Context: an optimization exercise on an open-source flow, tuned for small area and a short achievable clock period. The choices shown serve that exercise and are no tape-out recipe.
The RTL was checked by simulation tests, not by an equivalence proof against the original design.

== indigo ==
## cal_abs_angle
module cal_abs_angle(
    input           clk     ,
    input [7:0]     real_i  ,
    input [7:0]     imag_i  ,
    input           val_i   ,
    output [7:0]    abs_o   ,
    output [15:0]   angle_o ,
    output          val_o
    );
    reg [7:0] val_r;
    always @(posedge clk) val_r <= {val_r[6:0], val_i};
    assign val_o = val_r[7];
    reg [7:0] re1, im1, re2, im2;
    always @(posedge clk) begin
        re1 <= real_i; im1 <= imag_i;
        re2 <= re1;    im2 <= im1;
    end
    wire       rs = re2[7];
    wire       is = im2[7];
    wire [7:0] a  = rs ? -re2 : re2;
    wire [7:0] b  = is ? -im2 : im2;
    wire       rz = (re2 == 8'd0);
    wire       iz = (im2 == 8'd0);
    wire       ge = (a >= b);
    wire       eq = (re2 == im2) | (re2 == -im2);
    wire       ds = (rs ^ is) & ~iz & ~rz;
    reg  [2:0] cs_a;
    always @(*) begin
        if (rz & iz)       cs_a = 3'd0;
        else if (ge)       cs_a = ds ? (rs ? 3'd2 : 3'd3) : (rs ? 3'd0 : 3'd1);
        else               cs_a = (~ds & ~(rz & is)) ? (rs ? 3'd4 : 3'd5) : (rs ? 3'd6 : 3'd7);
    end
    wire [7:0] mn = ge ? b : a;
    wire [7:0] mx = ge ? a : b;
    wire       q7_a = eq & ~rz;
    wire [7:0] r0   = eq ? 8'd0 : mn;
    wire [7:0] d_a  = {mx[7:1], mx[0] | (rz & iz)};
    wire [8:0] t6   = {r0, 1'b0} - {1'b0, d_a};
    wire       q6_a = ~t6[8];
    wire [7:0] r1_a = q6_a ? t6[7:0] : {r0[6:0], 1'b0};
    wire sq_0 = b[3] ^ (b[2] & b[3]) ^ (b[1] & b[4]);
    wire sq_1 = (b[3] & (b[2] & b[3])) | (b[3] & (b[1] & b[4])) | ((b[2] & b[3]) & (b[1] & b[4]));
    wire sq_2 = (b[2] & b[4]) ^ (b[1] & b[5]);
    wire sq_3 = (b[2] & b[4]) & (b[1] & b[5]);
    wire sq_4 = b[4] ^ (b[3] & b[4]) ^ (b[2] & b[5]);
    wire sq_5 = (b[4] & (b[3] & b[4])) | (b[4] & (b[2] & b[5])) | ((b[3] & b[4]) & (b[2] & b[5]));
    wire sq_6 = (b[1] & b[6]) ^ a[4];
    wire sq_7 = (b[1] & b[6]) & a[4];
    wire sq_8 = b[2] ^ (b[1] & b[2]) ^ (b[0] & b[3]);
    wire sq_9 = (b[2] & (b[1] & b[2])) | (b[2] & (b[0] & b[3])) | ((b[1] & b[2]) & (b[0] & b[3]));
    wire sq_10 = (b[1] & b[3]) ^ (b[0] & b[4]);
    wire sq_11 = (b[1] & b[3]) & (b[0] & b[4]);
    wire sq_12 = (b[0] & b[5]) ^ a[3] ^ (a[2] & a[3]);
    wire sq_13 = ((b[0] & b[5]) & a[3]) | ((b[0] & b[5]) & (a[2] & a[3])) | (a[3] & (a[2] & a[3]));
  ...
export LEC_CHECK = 0
export CAP_MARGIN = 20
export CORE_MARGIN = 2
export CORE_UTILIZATION = 40
export SLEW_MARGIN = 20
export SYNTH_MEMORY_MAX_BITS = 262144
create_clock -name core_clock -period 28.0 [get_ports {clk}]
run.sh (not shown) runs the stock make flow with config.mk's settings and CLKGATE_MAP_FILE= SYNTH_SCRIPT=/design/flow/synth_recipe.tcl, a recipe that flattens the netlist after the stock synthesis.
Setup changes, indigo to pepper
# indigo
export LEC_CHECK = 0
export CAP_MARGIN = 20
export CORE_MARGIN = 2
export CORE_UTILIZATION = 40
export SLEW_MARGIN = 20
export SYNTH_MEMORY_MAX_BITS = 262144
create_clock -name core_clock -period 28.0 [get_ports {clk}]
# pepper
export LEC_CHECK = 0
export CAP_MARGIN = 20
export CORE_MARGIN = 2
export CORE_UTILIZATION = 40
export SLEW_MARGIN = 20
export SYNTH_MEMORY_MAX_BITS = 65536
create_clock -name core_clock -period 28.0 [get_ports {clk}]
Findings:
- Apart from pepper, each of pepper and indigo ends the flow with a layout that passes the timing, design-rule and antenna checks.
- pepper did not finish; a tool error ended it in synthesis.

* * *

## job 2298
Another version of the RTL of cal_abs_angle (not shown whole).
Size: about 1,600 cells after synthesis.
Settings: LEC_CHECK=0, CAP_MARGIN=20, CORE_MARGIN=2, CORE_UTILIZATION=40, CTS_BUF_LIST=sky130_fd_sc_hd__clkbuf_8, SLEW_MARGIN=20, SYNTH_MEMORY_MAX_BITS=262144; clock period 28.0 ns.
standard.sh (not shown) runs the stock make flow with config.mk's settings and CLKGATE_MAP_FILE= SYNTH_SCRIPT=/design/flow/synth_recipe.tcl, a recipe that flattens the netlist after the stock synthesis.
==> flow/flow/run.sh <==
#!/bin/bash
# Own layout flow: the standard flow (standard.sh) with two changes:
#  - synthesis is synth_recipe.tcl's, but ABC maps the logic with the
#    area-oriented flow/abc_area.script instead of ORFS's speed script
#    (same registers: ABC only maps the combinational logic), and with full
#    adder cells extracted only in the sum-of-squares tree (flow/synth.tcl);
#  - the port buffers that buffer_ports inserts are sky130_fd_sc_hd__buf_2.
# Each step's output goes to a log file of its own in the work folder.
set -euo pipefail
W=$PWD
export OWN_ABC_SCRIPT=$W/flow/abc_area.script
sed "s#SYNTH_SCRIPT=[^ ]*#SYNTH_SCRIPT=$W/flow/synth.tcl#" standard.sh > "$W/own_synth.sh"
bash "$W/own_synth.sh" synth > "$W/flow_synth.log" 2>&1
export BUFFER_PORTS_ARGS="-buffer_cell sky130_fd_sc_hd__buf_2"
bash standard.sh > "$W/flow_layout.log" 2>&1
==> flow/flow/abc_area.script <==
strash
&get -n
&dch -f
&nf -R 1000
&put
topo
stime -c
==> flow/flow/synth.tcl <==
# synth_recipe.tcl (the standard synthesis), except that ABC maps the logic with
# flow/abc_area.script instead of ORFS's speed script, and that half/full-adder
# cells are extracted only as full adders and only in the logic that feeds the
# sum-of-squares registers s4 (the carry-save tree); ABC maps the rest.
# Neither touches the registers, which come from the same passes as in the
# standard synthesis.
proc synth {args} { yosys synth -nofsm -noshare {*}$args }
proc abc {args} {
  set i [lsearch -exact $args -script]
  if {$i >= 0} { lset args [expr {$i + 1}] $::env(OWN_ABC_SCRIPT) }
  yosys abc {*}$args
}
proc extract_fa {args} { yosys extract_fa -fa {*}$args c:s4* %ci* }
source $::env(SCRIPTS_DIR)/synth.tcl
# left out here: clear keep_hierarchy, flatten, clean up, hide names made inside functions, write 1_2_yosys.v
Input changes introduced in job 6568 (baseline for comparison: job 2298):
--- a/flow/config.mk
+++ b/flow/config.mk
@@ -9,4 +9,4 @@
 export CORE_MARGIN = 2
-export CORE_UTILIZATION = 40
-export CTS_BUF_LIST = sky130_fd_sc_hd__clkbuf_8
+export CORE_UTILIZATION = 50
+export CTS_CLUSTER_SIZE = 30
 export SLEW_MARGIN = 20
### Flow results
- Where final wirelength is concerned, job 2298 is outperformed by job 6568.
- Final critical delay including setup and external delays in job 6568 is 0.048 ns below job 2298.
- Changes observed in job 6568 relative to job 2298: initial core utilization now larger, data arrival time of the worst path moved down, setup skew after layout level, total negative setup slack flat.
- The faster design of the two is job 6568; job 2298 tops out lower.
[inputs] job 8129 vs job 6568
--- a/flow/config.mk
+++ b/flow/config.mk
@@ -10,3 +10,3 @@
 export CORE_UTILIZATION = 50
-export CTS_CLUSTER_SIZE = 30
+export CTS_BUF_LIST = sky130_fd_sc_hd__clkbuf_8
 export SLEW_MARGIN = 20
Findings:
Delta (job 8129 minus job 6568): worst hold slack increased 0.0047 ns; final-layout fill cell count shows an increase of 1.4%; wire length of the first global-routing pass dropped about 0.4%. Looking at register fraction of the total cell area, job 8129 sits 0.37 points higher than job 6568 does.

* * *

run F:
Another version of the RTL of cal_abs_angle (not shown whole).
Size: roughly 1,700 cells after synthesis, ~43 I/O pins, about 12,000 sq um of cells after synthesis.
Design cal_abs_angle, start of the top module:
module cal_abs_angle(
    input           clk     ,
    input [7:0]     real_i  ,
    input [7:0]     imag_i  ,
    input           val_i   ,
    output [7:0]    abs_o   ,
    output [15:0]   angle_o ,
    output          val_o
    );
Settings: LEC_CHECK=0, CAP_MARGIN=20, CORE_MARGIN=2, CORE_UTILIZATION=40, CTS_BUF_LIST=sky130_fd_sc_hd__clkbuf_8 sky130_fd_sc_hd__clkbuf_16, SLEW_MARGIN=20, SYNTH_MEMORY_MAX_BITS=262144; clock period 28.0 ns.
Scripts as last shown in full above: flow/flow/run.sh, flow/flow/abc_area.script, flow/flow/synth.tcl
What run K does differently from run F at the input level:
Settings: swapping sky130_fd_sc_hd__clkbuf_8 sky130_fd_sc_hd__clkbuf_16 for sky130_fd_sc_hd__clkbuf_8 in CTS_BUF_LIST.
==> comparison <==
- On proportion of cell area occupied by multi-input gates: run K sits above run F.
- On detailed-placement wirelength estimate, run K and run F are basically level.
- Going from run F to run K, the clock network contribution to total cell area was found to have gone down by 1.3 points.
- Run K leaves less setup margin than run F.
- Compared to run F, run K has total met3 wirelength after detailed routing 140 um lower.
- In terms of area share of fa/ha/maj cells after synthesis, run K and run F differ only marginally.
- Run K vs. run F: final hold slack went up by 0.0049 ns.

* * *

build 53:
Another version of the RTL of cal_abs_angle (not shown whole).
For scale: about 1800 cells after synthesis, about 180 flip-flops, ~43 I/O pins.
export LEC_CHECK = 0
export CAP_MARGIN = 20
export CORE_MARGIN = 2
export CORE_UTILIZATION = 40
export SLEW_MARGIN = 20
export SYNTH_MEMORY_MAX_BITS = 262144
create_clock -name core_clock -period 28.0 [get_ports {clk}]
==> flow/flow/run.sh <==
#!/bin/bash
# Own layout flow: the standard flow (standard.sh) with two changes:
#  - synthesis is synth_recipe.tcl's, but ABC maps the logic with the
#    area-oriented flow/abc_area.script instead of ORFS's speed script
#    (same registers: ABC only maps the combinational logic), and without
#    the extraction of adder cells before ABC;
#  - the port buffers that buffer_ports inserts are sky130_fd_sc_hd__buf_2.
# Each step's output goes to a log file of its own in the work folder.
set -euo pipefail
W=$PWD
export OWN_ABC_SCRIPT=$W/flow/abc_area.script
sed "s#SYNTH_SCRIPT=[^ ]*#SYNTH_SCRIPT=$W/flow/synth.tcl#" standard.sh > "$W/own_synth.sh"
bash "$W/own_synth.sh" synth > "$W/flow_synth.log" 2>&1
export BUFFER_PORTS_ARGS="-buffer_cell sky130_fd_sc_hd__buf_2"
bash standard.sh > "$W/flow_layout.log" 2>&1
==> flow/flow/synth.tcl <==
# synth_recipe.tcl (the standard synthesis), except that ABC maps the logic with
# flow/abc_area.script instead of ORFS's speed script, and that adders are not
# first extracted into half/full-adder cells (ABC maps that logic with the rest).
# Neither touches the registers, which come from the same passes as in the
# standard synthesis.
proc synth {args} { yosys synth -nofsm -noshare {*}$args }
proc abc {args} {
  set i [lsearch -exact $args -script]
  if {$i >= 0} { lset args [expr {$i + 1}] $::env(OWN_ABC_SCRIPT) }
  yosys abc {*}$args
}
proc extract_fa {args} { puts "extract_fa skipped by the own flow" }
source $::env(SCRIPTS_DIR)/synth.tcl
# left out here: clear keep_hierarchy, flatten, clean up, hide names made inside functions, write 1_2_yosys.v
Scripts as last shown in full above: flow/flow/abc_area.script
Build 53: all stages complete, timing, DRC and antenna checks passed
What build 55 does differently from build 53 at the input level:
# build 53
export LEC_CHECK = 0
export CAP_MARGIN = 20
export CORE_MARGIN = 2
export CORE_UTILIZATION = 40
export SLEW_MARGIN = 20
export SYNTH_MEMORY_MAX_BITS = 262144
create_clock -name core_clock -period 28.0 [get_ports {clk}]
# build 55
export LEC_CHECK = 0
export CAP_MARGIN = 20
export CORE_MARGIN = 2
export CORE_UTILIZATION = 40
export CTS_BUF_LIST = sky130_fd_sc_hd__clkbuf_8
export SLEW_MARGIN = 20
export SYNTH_MEMORY_MAX_BITS = 262144
create_clock -name core_clock -period 28.0 [get_ports {clk}]
[summary]
The fraction of layout instances using a drive strength above 1 of build 53 and that of build 55 are within noise of each other.
Diff build 53..build 55 | share of final layout cell area taken by non-clock buffers | negligible
On utilization after layout: build 55 sits below build 53.
Side by side, average vias per placed instance turned out lower in build 55 than in build 53.
Setup changes, build 55 to build 38
# build 55
export LEC_CHECK = 0
export CAP_MARGIN = 20
export CORE_MARGIN = 2
export CORE_UTILIZATION = 40
export CTS_BUF_LIST = sky130_fd_sc_hd__clkbuf_8
export SLEW_MARGIN = 20
export SYNTH_MEMORY_MAX_BITS = 262144
create_clock -name core_clock -period 28.0 [get_ports {clk}]
# build 38
export LEC_CHECK = 0
export CAP_MARGIN = 20
export CORE_MARGIN = 2
export CORE_UTILIZATION = 55
export CTS_BUF_LIST = sky130_fd_sc_hd__clkbuf_8
export SLEW_MARGIN = 20
export SYNTH_MEMORY_MAX_BITS = 262144
create_clock -name core_clock -period 28.0 [get_ports {clk}]
==> notes.md <==
- [build 38] area share of buffers outside the clock network fell 0.17 points relative to build 55
- Summary of build 38 over build 55: global router's overall resource usage went up 8.3 points; count of flip-flops with a built-in enable after synthesis held.
- Build 38 -> build 55: number of standard cells after synthesis delta 0, exact match
- On smallest hold slack, build 55 beats build 38.
Here is what was changed in the inputs of build 47 compared with build 38.
# build 38
export LEC_CHECK = 0
export CAP_MARGIN = 20
export CORE_MARGIN = 2
export CORE_UTILIZATION = 55
export CTS_BUF_LIST = sky130_fd_sc_hd__clkbuf_8
export SLEW_MARGIN = 20
export SYNTH_MEMORY_MAX_BITS = 262144
create_clock -name core_clock -period 28.0 [get_ports {clk}]
# build 47
export LEC_CHECK = 0
export CAP_MARGIN = 20
export CORE_MARGIN = 2
export CORE_UTILIZATION = 40
export CTS_BUF_LIST = sky130_fd_sc_hd__clkbuf_8
export SLEW_MARGIN = 20
export SYNTH_MEMORY_MAX_BITS = 262144
create_clock -name core_clock -period 28.0 [get_ports {clk}]
diff --git a/flow/flow/run.sh b/flow/flow/run.sh
--- a/flow/flow/run.sh
+++ b/flow/flow/run.sh
@@ -3,6 +3,6 @@
 #  - synthesis is synth_recipe.tcl's, but ABC maps the logic with the
 #    area-oriented flow/abc_area.script instead of ORFS's speed script
-#    (same registers: ABC only maps the combinational logic), and without
-#    the extraction of adder cells before ABC;
+#    (same registers: ABC only maps the combinational logic), and with full
+#    adder cells extracted only in the sum-of-squares tree (flow/synth.tcl);
 #  - the port buffers that buffer_ports inserts are sky130_fd_sc_hd__buf_2.
 # Each step's output goes to a log file of its own in the work folder.
==> flow/flow/synth.tcl <==
# synth_recipe.tcl (the standard synthesis), except that ABC maps the logic with
# flow/abc_area.script instead of ORFS's speed script, and that half/full-adder
# cells are extracted only as full adders and only in the logic that feeds the
# sum-of-squares registers s3 (the carry-save tree); ABC maps the rest.
# Neither touches the registers, which come from the same passes as in the
# standard synthesis.
proc synth {args} { yosys synth -nofsm -noshare {*}$args }
proc abc {args} {
  set i [lsearch -exact $args -script]
  if {$i >= 0} { lset args [expr {$i + 1}] $::env(OWN_ABC_SCRIPT) }
  yosys abc {*}$args
}
proc extract_fa {args} { yosys extract_fa -fa {*}$args c:s3* %ci* }
source $::env(SCRIPTS_DIR)/synth.tcl
# left out here: clear keep_hierarchy, flatten, clean up, hide names made inside functions, write 1_2_yosys.v
--- outcome ---
Side by side, wire length after detailed routing turned out higher in build 47 than in build 38. Summary of build 47 over build 38: instance area after placement higher, synthesis-to-layout area growth moved up, non-clock buffer contribution to total cell area was more or less identical.

[what the ideal ports hide]
The results above use ideal ports. As a check the final layouts listed here were re-extracted and re-timed, cells and wires unchanged. Step 1, drivers: a clkbuf_16 drives clk and a buf_2 each remaining input, both assumed. Step 2 also shifts input and output timing later by t, the mid clock arrival at the registers, as if the neighbouring blocks saw the same clock. Three values: no drivers, after step 1, after step 2; two values: the first two.
run	t (ns)	slack for setup (ns)	slew at the worst register clock pin (ns)
indigo	0.528	21.072 / 21.024 / 21.259	0.08 / 0.08
job 2298	0.510	21.486 / 21.438 / 21.948	0.12 / 0.12
job 6568	0.480	21.534 / 21.485 / 21.687	0.09 / 0.09
job 8129	0.508	21.486 / 21.437 / 21.757	0.13 / 0.13
run F	0.490	21.538 / 21.480 / 21.896	0.07 / 0.07
run K	0.527	21.486 / 21.432 / 21.939	0.10 / 0.10
build 53	0.492	21.523 / 21.468 / 21.961	0.07 / 0.07
build 55	0.526	21.474 / 21.424 / 21.950	0.10 / 0.10
build 38	0.502	21.471 / 21.423 / 21.925	0.12 / 0.12
build 47	0.540	21.456 / 21.410 / 21.949	0.12 / 0.12
After both steps setup and hold are still met in every run listed.
